From an optimization exercise on the open Yosys and OpenROAD flow, aimed at small area; shortcuts taken in it are not production practice. Only simulation tests tie the RTL to the original design; equivalence was not proved.

Setup of P:
Design audio_mixer, start of the top module:
module audio_mixer(
	clk,
	nRst,
	ad_ws,
	ad_bck,
	ad_di,
	ad_do,
	ad_l3md,
	ad_l3clk,
	ad_l3data,
	mcu_data,
	mcu_wr,
	mcu_cmd_data_sw,
	mcu_l3md,
	mcu_l3clk,
	mcu_l3data,
	mcu_cs1,
	mcu_cs0,
	led
);
input		clk;
input		nRst;
output	[3:0]	ad_ws;
output	[3:0]	ad_bck;
input	[3:0]	ad_di;
output	[3:0]	ad_do;
output	[3:0]	ad_l3md;
output	[3:0]	ad_l3clk;
output	[3:0]	ad_l3data;
input	[7:0]	mcu_data;
input		mcu_wr;
input		mcu_cmd_data_sw;
input		mcu_l3md;
input		mcu_l3clk;
input		mcu_l3data;
input		mcu_cs1;
input		mcu_cs0;
output	[2:0]	led;
reg	[8:0]	cnt;
reg		boot;		 
always @(posedge clk or negedge nRst)
	if (!nRst) begin
		cnt <= 9'd0;
		boot <= 1'b1;
	end else begin
		cnt <= cnt ^ {&cnt[7:0], &cnt[6:0], &cnt[5:0], &cnt[4:0], &cnt[3:0], &cnt[2:0], &cnt[1:0], cnt[0], 1'b1};
		boot <= 1'b0;
	end
wire	ws_edge  = (cnt[7:0] == 8'd0);		 
wire	ws_rise  = ws_edge & ~cnt[8];
wire	ws_fall  = ws_edge &  cnt[8];
wire	bck_rise = (cnt[3:0] == 4'd8);		 
wire	tx_zero  = boot | (cnt[7:2] == 6'd0 && cnt[1:0] != 2'd0);
wire	par = cnt[8] ^ ws_edge;
assign ad_ws  = {4{~cnt[8]}};
assign ad_bck = {4{cnt[3]}};
wire [1:0] cs = {mcu_cs1, mcu_cs0};
genvar gk;
generate for (gk = 0; gk < 4; gk = gk + 1) begin : l3
	assign ad_l3md[gk]   = (cs == gk) ? mcu_l3md   : 1'b1;
	assign ad_l3clk[gk]  = (cs == gk) ? mcu_l3clk  : 1'b1;
	assign ad_l3data[gk] = (cs == gk) ? mcu_l3data : 1'b1;
end endgenerate
  ...
Size: roughly 910 flip-flops, ~39000 um^2 of cells after synthesis.
==> flow/config.mk <==
export PLATFORM = sky130hd
export DESIGN_NAME = audio_mixer
export DESIGN_NICKNAME = audio_mixer
export VERILOG_FILES = /design/flow/design.v
export SDC_FILE = /design/flow/constraint.sdc
export NUM_CORES = 4
export LEC_CHECK = 0
export CAP_MARGIN = 20
export CORE_MARGIN = 2
export CORE_UTILIZATION = 65
export CTS_BUF_LIST = sky130_fd_sc_hd__clkbuf_8 sky130_fd_sc_hd__clkbuf_16
export CTS_CLUSTER_DIAMETER = 70
export CTS_CLUSTER_SIZE = 28
export PLACE_DENSITY = 0.75
export SLEW_MARGIN = 20
==> flow/constraint.sdc <==
create_clock -name core_clock -period 20.0 [get_ports {clk}]
set_input_delay 4.0000 -clock core_clock [delete_from_list [all_inputs] [get_ports {clk}]]
set_output_delay 4.0000 -clock core_clock [all_outputs]
set_load 0.01 [all_outputs]
run.sh (not shown) runs the stock make flow with config.mk's settings and CLKGATE_MAP_FILE= SYNTH_SCRIPT=/design/flow/synth_recipe.tcl, a recipe that flattens the netlist after the stock synthesis.
#### Input delta (Q over P)
--- a/flow/design.v
+++ b/flow/design.v
@@ -603,62 +603,52 @@
 		cmd_hi <= 2'b00;
 	else if (cmd_wr)
 		cmd_hi <= mcu_data[7:6];
 always @(posedge clk)
 	if (cmd_wr)
 		cmd_lo <= mcu_data[5:0];
 wire	tvalid = (cmd_r[7:6] == 2'b11);
 wire	gain_we = data_wr & tvalid;
 reg	[511:0]	gv;
-wire	[7:0]	gdata = boot ? 8'h80 : mcu_data;
+reg	[63:0]	gf;
 genvar gi;
 generate for (gi = 0; gi < 64; gi = gi + 1) begin : gain
 	always @(posedge clk)
-		if (boot || (gain_we && cmd_r[5:0] == gi))
-			gv[gi*8 +: 8] <= gdata;
+		if (gain_we && cmd_r[5:0] == gi)
+			gv[gi*8 +: 8] <= mcu_data;
+	always @(posedge clk or negedge nRst)
+		if (!nRst)
+			gf[gi] <= 1'b0;
+		else if (gain_we && cmd_r[5:0] == gi)
+			gf[gi] <= 1'b1;
 end endgenerate
-function [7:0] mux4g(input [31:0] v, input [1:0] s);
-	case (s)
-	2'd0: mux4g = v[7:0];
-	2'd1: mux4g = v[15:8];
-	2'd2: mux4g = v[23:16];
-	default: mux4g = v[31:24];
-	endcase
-endfunction
-wire	[5:0]	maddr;
-wire	[127:0]	gl1;
-wire	[31:0]	gl2;
-generate for (gi = 0; gi < 16; gi = gi + 1) begin : gmux1
-	assign gl1[gi*8 +: 8] = mux4g(gv[gi*32 +: 32], maddr[1:0]);
-end endgenerate
-generate for (gi = 0; gi < 4; gi = gi + 1) begin : gmux2
-	assign gl2[gi*8 +: 8] = mux4g(gl1[gi*32 +: 32], maddr[3:2]);
-end endgenerate
-wire	[7:0]	mval = mux4g(gl2, maddr[5:4]);
 reg	[5:0]	ecnt;		 
 reg		hv;		 
 reg	[7:0]	hg;		 
 reg	[4:0]	hp;		 
 reg		pend;		 
 reg	[7:0]	cur;		 
 reg	[7:0]	orig;		 
 reg	[15:0]	acc0, acc1, acc2, acc3;
 reg	[15:0]	out0, out1, out2, out3;
 reg	[15:0]	tx0, tx1, tx2, tx3;
 wire	[4:0]	tp = {cmd_r[5:4], cmd_r[2:0]};
 wire		trel = tvalid & (cmd_r[3] == par);
 wire		tdone = trel & ({1'b0, tp} < ecnt);
 wire		capture = data_wr & tdone & ~pend;
 wire		op = pend & (cmd_wr | ws_edge);
 wire		proc = hv & ~op;
 wire		rd = ~ecnt[5] & ~capture & (~hv | proc);
 wire	[5:0]	eaddr = {ecnt[4:3], par, ecnt[2:0]};
-assign		maddr = capture ? cmd_r[5:0] : eaddr;
+wire	[5:0]	maddr = capture ? cmd_r[5:0] : eaddr;
+wire	[7:0]	mraw = gv[maddr*8 +: 8];
+wire		mflag = gf[maddr];
+wire	[7:0]	mval = mflag ? mraw : 8'h80;
 wire	[7:0]	rdval = (gain_we && cmd_r[5:0] == eaddr) ? mcu_data : mval;
 wire	[2:0]	ui = op ? cmd_r[2:0] : hp[2:0];
 wire	[1:0]	uk = op ? cmd_r[5:4] : hp[4:3];
 wire	[7:0]	ua = op ? cur : hg;
 wire	[7:0]	uc = op ? orig : 8'h00;
 wire		first = ~op & (hp[2:0] == 3'd0);
 reg	[15:4]	xm;
 always @(*)
 	case (ui)
Findings:
- Against P as the reference, Q delivers a higher multiplexer share of the synthesized area.
- Max-slew violation count: P vs Q identical
- Summary of Q over P: die outline width climbed 3.8%; simple-gate share of the synthesized area climbed 3.6 points; routed wirelength normalized by instance count dropped about 5%.
- Summary of Q over P: count of clock-buffer cells in the layout moved up; global-route usage dropped 0.16 points; total detailed-routing wirelength went up 7.3 mm.
- Going from P to Q, number of instances in the synthesized netlist moved up; area of all placed cells without fillers moved up.

========
The RTL this note starts from:
==> flow/design.v <==
module mac_sd(X, A, C, ACC, S);
input	[15:0]	X;
input	[7:0]	A;
input	[7:0]	C;
input	[15:0]	ACC;
output	[15:0]	S;
wire [7:0] pos = A & ~C;
wire [7:0] neg = C & ~A;
wire [4:0]  t0 = X[15:11];
wire [5:0]  t1 = X[15:10];
wire [6:0]  t2 = X[15:9];
wire [7:0]  t3 = X[15:8];
wire [8:0]  t4 = X[15:7];
wire [9:0]  t5 = X[15:6];
wire [10:0] t6 = X[15:5];
wire [11:0] t7 = X[15:4];
wire [4:0]  v0 = ((t0 & {5{pos[0]}})  | (~t0 & {5{neg[0]}}))  ^ 5'h10;
wire [5:0]  v1 = ((t1 & {6{pos[1]}})  | (~t1 & {6{neg[1]}}))  ^ 6'h20;
wire [6:0]  v2 = ((t2 & {7{pos[2]}})  | (~t2 & {7{neg[2]}}))  ^ 7'h40;
wire [7:0]  v3 = ((t3 & {8{pos[3]}})  | (~t3 & {8{neg[3]}}))  ^ 8'h80;
wire [8:0]  v4 = ((t4 & {9{pos[4]}})  | (~t4 & {9{neg[4]}}))  ^ 9'h100;
wire [9:0]  v5 = ((t5 & {10{pos[5]}}) | (~t5 & {10{neg[5]}})) ^ 10'h200;
wire [10:0] v6 = ((t6 & {11{pos[6]}}) | (~t6 & {11{neg[6]}})) ^ 11'h400;
wire [11:0] v7 = ((t7 & {12{pos[7]}}) | (~t7 & {12{neg[7]}})) ^ 12'h800;
assign S = ACC + v0 + v1 + v2 + v3 + v4 + v5 + v6 + v7 + neg[0] + neg[1] + neg[2] + neg[3] + neg[4] + neg[5] + neg[6] + neg[7] + 16'hF010;
endmodule
module audio_mixer(
	clk,
	nRst,
	ad_ws,
	ad_bck,
	ad_di,
	ad_do,
	ad_l3md,
	ad_l3clk,
	ad_l3data,
	mcu_data,
	mcu_wr,
	mcu_cmd_data_sw,
	mcu_l3md,
	mcu_l3clk,
	mcu_l3data,
	mcu_cs1,
	mcu_cs0,
	led
);
input		clk;
input		nRst;
output	[3:0]	ad_ws;
output	[3:0]	ad_bck;
input	[3:0]	ad_di;
output	[3:0]	ad_do;
output	[3:0]	ad_l3md;
output	[3:0]	ad_l3clk;
output	[3:0]	ad_l3data;
input	[7:0]	mcu_data;
input		mcu_wr;
input		mcu_cmd_data_sw;
input		mcu_l3md;
input		mcu_l3clk;
input		mcu_l3data;
input		mcu_cs1;
input		mcu_cs0;
output	[2:0]	led;
reg	[8:0]	cnt;
reg		boot;		 
always @(posedge clk or negedge nRst)
	if (!nRst) begin
		cnt <= 9'd0;
		boot <= 1'b1;
	end else begin
		cnt <= cnt + 9'd1;
		boot <= 1'b0;
	end
wire	ws_edge  = (cnt[7:0] == 8'd0);		 
wire	ws_rise  = ws_edge & ~cnt[8];
wire	ws_fall  = ws_edge &  cnt[8];
wire	bck_rise = (cnt[3:0] == 4'd8);		 
wire	tx_zero  = boot | (cnt[7:2] == 6'd0 && cnt[1:0] != 2'd0);
wire	par = cnt[8] ^ ws_edge;
assign ad_ws  = {4{~cnt[8]}};
assign ad_bck = {4{cnt[3]}};
wire [1:0] cs = {mcu_cs1, mcu_cs0};
genvar gk;
generate for (gk = 0; gk < 4; gk = gk + 1) begin : l3
	assign ad_l3md[gk]   = (cs == gk) ? mcu_l3md   : 1'b1;
	assign ad_l3clk[gk]  = (cs == gk) ? mcu_l3clk  : 1'b1;
	assign ad_l3data[gk] = (cs == gk) ? mcu_l3data : 1'b1;
end endgenerate
assign led = {3{ad_di[0]}};
reg	[15:4]	rx0, rx1, rx2, rx3;
reg	[15:4]	dl0, dl1, dl2, dl3;		 
reg	[15:4]	dr0, dr1, dr2, dr3;		 
reg		zl, zr;
always @(posedge clk)
	if (bck_rise && cnt[7:6] != 2'b11) begin
		rx0 <= {rx0[14:4], ad_di[0]};
		rx1 <= {rx1[14:4], ad_di[1]};
		rx2 <= {rx2[14:4], ad_di[2]};
		rx3 <= {rx3[14:4], ad_di[3]};
	end
always @(posedge clk)
	if (ws_rise) begin
		dl0 <= rx0; dl1 <= rx1; dl2 <= rx2; dl3 <= rx3;
	end
always @(posedge clk)
	if (ws_fall) begin
		dr0 <= rx0; dr1 <= rx1; dr2 <= rx2; dr3 <= rx3;
	end
always @(posedge clk or negedge nRst)
	if (!nRst) begin
		zl <= 1'b1;
		zr <= 1'b1;
	end else begin
		if (ws_rise & ~boot) zl <= 1'b0;
		if (ws_fall) zr <= 1'b0;
	end
wire	cmd_wr  = mcu_wr &  mcu_cmd_data_sw;
wire	data_wr = mcu_wr & ~mcu_cmd_data_sw;
reg	[7:6]	cmd_hi;
reg	[5:0]	cmd_lo;
wire	[7:0]	cmd_r = {cmd_hi, cmd_lo};
always @(posedge clk or negedge nRst)
	if (!nRst)
		cmd_hi <= 2'b00;
	else if (cmd_wr)
		cmd_hi <= mcu_data[7:6];
always @(posedge clk)
	if (cmd_wr)
		cmd_lo <= mcu_data[5:0];
wire	tvalid = (cmd_r[7:6] == 2'b11);
wire	gain_we = data_wr & tvalid;
reg	[511:0]	gv;
reg	[63:0]	gf;
genvar gi;
generate for (gi = 0; gi < 64; gi = gi + 1) begin : gain
	always @(posedge clk)
		if (gain_we && cmd_r[5:0] == gi)
			gv[gi*8 +: 8] <= mcu_data;
	always @(posedge clk or negedge nRst)
		if (!nRst)
			gf[gi] <= 1'b0;
		else if (gain_we && cmd_r[5:0] == gi)
			gf[gi] <= 1'b1;
end endgenerate
reg	[5:0]	ecnt;		 
reg		hv;		 
reg	[7:0]	hg;		 
reg	[4:0]	hp;		 
reg		pend;		 
reg	[7:0]	cur;		 
reg	[7:0]	orig;		 
reg	[15:0]	acc0, acc1, acc2, acc3;
reg	[15:0]	out0, out1, out2, out3;
reg	[15:0]	tx0, tx1, tx2, tx3;
wire	[4:0]	tp = {cmd_r[5:4], cmd_r[2:0]};
wire		trel = tvalid & (cmd_r[3] == par);
wire		tdone = trel & ({1'b0, tp} < ecnt);
wire		capture = data_wr & tdone & ~pend;
wire		op = pend & (cmd_wr | ws_edge);
wire		proc = hv & ~op;
wire		rd = ~ecnt[5] & ~capture & (~hv | proc);
wire	[5:0]	eaddr = {ecnt[4:3], par, ecnt[2:0]};
wire	[5:0]	maddr = capture ? cmd_r[5:0] : eaddr;
wire	[7:0]	mraw = gv[maddr*8 +: 8];
wire		mflag = gf[maddr];
wire	[7:0]	mval = mflag ? mraw : 8'h80;
wire	[7:0]	rdval = (gain_we && cmd_r[5:0] == eaddr) ? mcu_data : mval;
wire	[2:0]	ui = op ? cmd_r[2:0] : hp[2:0];
wire	[1:0]	uk = op ? cmd_r[5:4] : hp[4:3];
wire	[7:0]	ua = op ? cur : hg;
wire	[7:0]	uc = op ? orig : 8'h00;
wire		first = ~op & (hp[2:0] == 3'd0);
reg	[15:4]	xm;
always @(*)
	case (ui)
	3'd0: xm = dl0;
	3'd1: xm = dr0;
	3'd2: xm = dl1;
	3'd3: xm = dr1;
	3'd4: xm = dl2;
	3'd5: xm = dr2;
	3'd6: xm = dl3;
	default: xm = dr3;
	endcase
wire	[15:4]	xs = (ui[0] ? zr : zl) ? 12'd0 : xm;
wire	[15:0]	x = {xs, 4'd0};
reg	[15:0]	accs;
always @(*)
	case (uk)
	2'd0: accs = acc0;
	2'd1: accs = acc1;
	2'd2: accs = acc2;
	default: accs = acc3;
	endcase
wire	[15:0]	sum;
mac_sd mac(.X(x), .A(ua), .C(uc), .ACC(first ? 16'd0 : accs), .S(sum));
wire	wacc = op | proc;
always @(posedge clk) begin
	if (wacc && uk == 2'd0) acc0 <= sum;
	if (wacc && uk == 2'd1) acc1 <= sum;
	if (wacc && uk == 2'd2) acc2 <= sum;
	if (wacc && uk == 2'd3) acc3 <= sum;
end
wire	out_ld = (cnt[7:0] == 8'd1);
always @(posedge clk)
	if (out_ld) begin
		out0 <= acc0; out1 <= acc1; out2 <= acc2; out3 <= acc3;
	end
always @(posedge clk)
	if (ws_edge) begin
		ecnt <= 6'd0;
		hv <= 1'b0;
		pend <= 1'b0;
	end else begin
		if (rd) begin
			hv <= 1'b1;
			ecnt <= ecnt + 6'd1;
		end else if (proc)
			hv <= 1'b0;
		if (capture)
			pend <= 1'b1;
		else if (cmd_wr)
			pend <= 1'b0;
	end
always @(posedge clk) begin
	if (rd) begin
		hg <= rdval;
		hp <= ecnt[4:0];
	end
	if (capture)
		orig <= mval;
	if (data_wr)
		cur <= mcu_data;
end
always @(posedge clk)
	if (ws_edge) begin
		tx0 <= out0; tx1 <= out1; tx2 <= out2; tx3 <= out3;
	end
wire	[3:0]	bsel = ~(cnt[7:4] - {3'd0, (cnt[3:0] < 4'd4)});
assign ad_do = (tx_zero | zl) ? 4'd0 : {tx3[bsel], tx2[bsel], tx1[bsel], tx0[bsel]};
endmodule
clock: 20.0 ns
lec_check: 0
cap_margin: 20
core_margin: 2
core_utilization: 65
cts_buf_list: sky130_fd_sc_hd__clkbuf_8 sky130_fd_sc_hd__clkbuf_16
cts_cluster_diameter: 70
cts_cluster_size: 28
place_density: 0.75
slew_margin: 20
The starting point completed with no timing, DRC or antenna violations.
Then changed:
--- a/flow/design.v
+++ b/flow/design.v
@@ -21,9 +21,10 @@
 wire [8:0]  v4 = ((t4 & {9{pos[4]}})  | (~t4 & {9{neg[4]}}))  ^ 9'h100;
 wire [9:0]  v5 = ((t5 & {10{pos[5]}}) | (~t5 & {10{neg[5]}})) ^ 10'h200;
 wire [10:0] v6 = ((t6 & {11{pos[6]}}) | (~t6 & {11{neg[6]}})) ^ 11'h400;
 wire [11:0] v7 = ((t7 & {12{pos[7]}}) | (~t7 & {12{neg[7]}})) ^ 12'h800;
-assign S = ACC + v0 + v1 + v2 + v3 + v4 + v5 + v6 + v7 + neg[0] + neg[1] + neg[2] + neg[3] + neg[4] + neg[5] + neg[6] + neg[7] + 16'hF010;
+wire [3:0] ncnt = neg[0] + neg[1] + neg[2] + neg[3] + neg[4] + neg[5] + neg[6] + neg[7];
+assign S = ACC + v0 + v1 + v2 + v3 + v4 + v5 + v6 + v7 + ncnt + 16'hF010;
 endmodule
 module audio_mixer(
 	clk,
 	nRst,
@@ -75,8 +76,9 @@
 wire	ws_edge  = (cnt[7:0] == 8'd0);		 
 wire	ws_rise  = ws_edge & ~cnt[8];
 wire	ws_fall  = ws_edge &  cnt[8];
 wire	bck_rise = (cnt[3:0] == 4'd8);		 
+wire	tx_shift = (cnt[3:0] == 4'd3) & (cnt[7:4] != 4'd0);
 wire	tx_zero  = boot | (cnt[7:2] == 6'd0 && cnt[1:0] != 2'd0);
 wire	par = cnt[8] ^ ws_edge;
 assign ad_ws  = {4{~cnt[8]}};
 assign ad_bck = {4{cnt[3]}};
@@ -87,18 +89,18 @@
 	assign ad_l3clk[gk]  = (cs == gk) ? mcu_l3clk  : 1'b1;
 	assign ad_l3data[gk] = (cs == gk) ? mcu_l3data : 1'b1;
 end endgenerate
 assign led = {3{ad_di[0]}};
-reg	[15:4]	rx0, rx1, rx2, rx3;
-reg	[15:4]	dl0, dl1, dl2, dl3;		 
-reg	[15:4]	dr0, dr1, dr2, dr3;		 
+reg	[15:0]	rx0, rx1, rx2, rx3;
+reg	[15:0]	dl0, dl1, dl2, dl3;		 
+reg	[15:0]	dr0, dr1, dr2, dr3;		 
 reg		zl, zr;
 always @(posedge clk)
-	if (bck_rise && cnt[7:6] != 2'b11) begin
-		rx0 <= {rx0[14:4], ad_di[0]};
-		rx1 <= {rx1[14:4], ad_di[1]};
-		rx2 <= {rx2[14:4], ad_di[2]};
-		rx3 <= {rx3[14:4], ad_di[3]};
+	if (bck_rise) begin
+		rx0 <= {rx0[14:0], ad_di[0]};
+		rx1 <= {rx1[14:0], ad_di[1]};
+		rx2 <= {rx2[14:0], ad_di[2]};
+		rx3 <= {rx3[14:0], ad_di[3]};
 	end
 always @(posedge clk)
 	if (ws_rise) begin
 		dl0 <= rx0; dl1 <= rx1; dl2 <= rx2; dl3 <= rx3;
@@ -170,9 +172,9 @@
 wire	[1:0]	uk = op ? cmd_r[5:4] : hp[4:3];
 wire	[7:0]	ua = op ? cur : hg;
 wire	[7:0]	uc = op ? orig : 8'h00;
 wire		first = ~op & (hp[2:0] == 3'd0);
-reg	[15:4]	xm;
+reg	[15:0]	xm;
 always @(*)
 	case (ui)
 	3'd0: xm = dl0;
 	3'd1: xm = dr0;
@@ -182,10 +184,9 @@
 	3'd5: xm = dr2;
 	3'd6: xm = dl3;
 	default: xm = dr3;
 	endcase
-wire	[15:4]	xs = (ui[0] ? zr : zl) ? 12'd0 : xm;
-wire	[15:0]	x = {xs, 4'd0};
+wire	[15:0]	x = (ui[0] ? zr : zl) ? 16'd0 : xm;
 reg	[15:0]	accs;
 always @(*)
 	case (uk)
 	2'd0: accs = acc0;
@@ -235,8 +236,10 @@
 end
 always @(posedge clk)
 	if (ws_edge) begin
 		tx0 <= out0; tx1 <= out1; tx2 <= out2; tx3 <= out3;
-	end
-wire	[3:0]	bsel = ~(cnt[7:4] - {3'd0, (cnt[3:0] < 4'd4)});
-assign ad_do = (tx_zero | zl) ? 4'd0 : {tx3[bsel], tx2[bsel], tx1[bsel], tx0[bsel]};
+	end else if (tx_shift) begin
+		tx0 <= {tx0[14:0], 1'b0}; tx1 <= {tx1[14:0], 1'b0};
+		tx2 <= {tx2[14:0], 1'b0}; tx3 <= {tx3[14:0], 1'b0};
+	end
+assign ad_do = (tx_zero | zl) ? 4'd0 : {tx3[15], tx2[15], tx1[15], tx0[15]};
 endmodule
Non-clock buffer count decreases by 9.
Worst setup slack loses 0.051 ns.
Global-route usage decreases by 0.28 points.
Critical path depth increases by 1.
Sequential share of layout area decreases by 0.27 points.
Via count increases slightly.

[static timing again, ports no longer ideal]
The flow's constraints put no driver on any port. The routed layouts listed below were extracted and timed again, unchanged, in two steps.
Step 1, drivers: a clkbuf_16 drives clk and a buf_2 each remaining input, both assumed.
Step 2 also shifts input and output timing later by t, the mid clock arrival at the registers, as if the neighbouring blocks saw the same clock.
Three values: no drivers, after step 1, after step 2; two values: the first two.
run	t (ns)	setup WS [ns]	hold slack, ns
P	0.683	3.206 / 3.239 / 2.556	0.417 / 0.417 / 0.417
Q	0.695	3.355 / 3.389 / 2.694	0.425 / 0.425 / 0.425
the first run of note 2	0.683	6.484 / 6.525 / 5.841	0.426 / 0.426 / 0.426
the second run of note 2	0.704	6.433 / 6.465 / 5.761	0.425 / 0.425 / 0.425
After both steps every run listed still meets setup and hold. For the second run of note 2, which loses most, drivers alone change the setup slack by +0.032 ns; drivers and shift together by -0.672 ns.
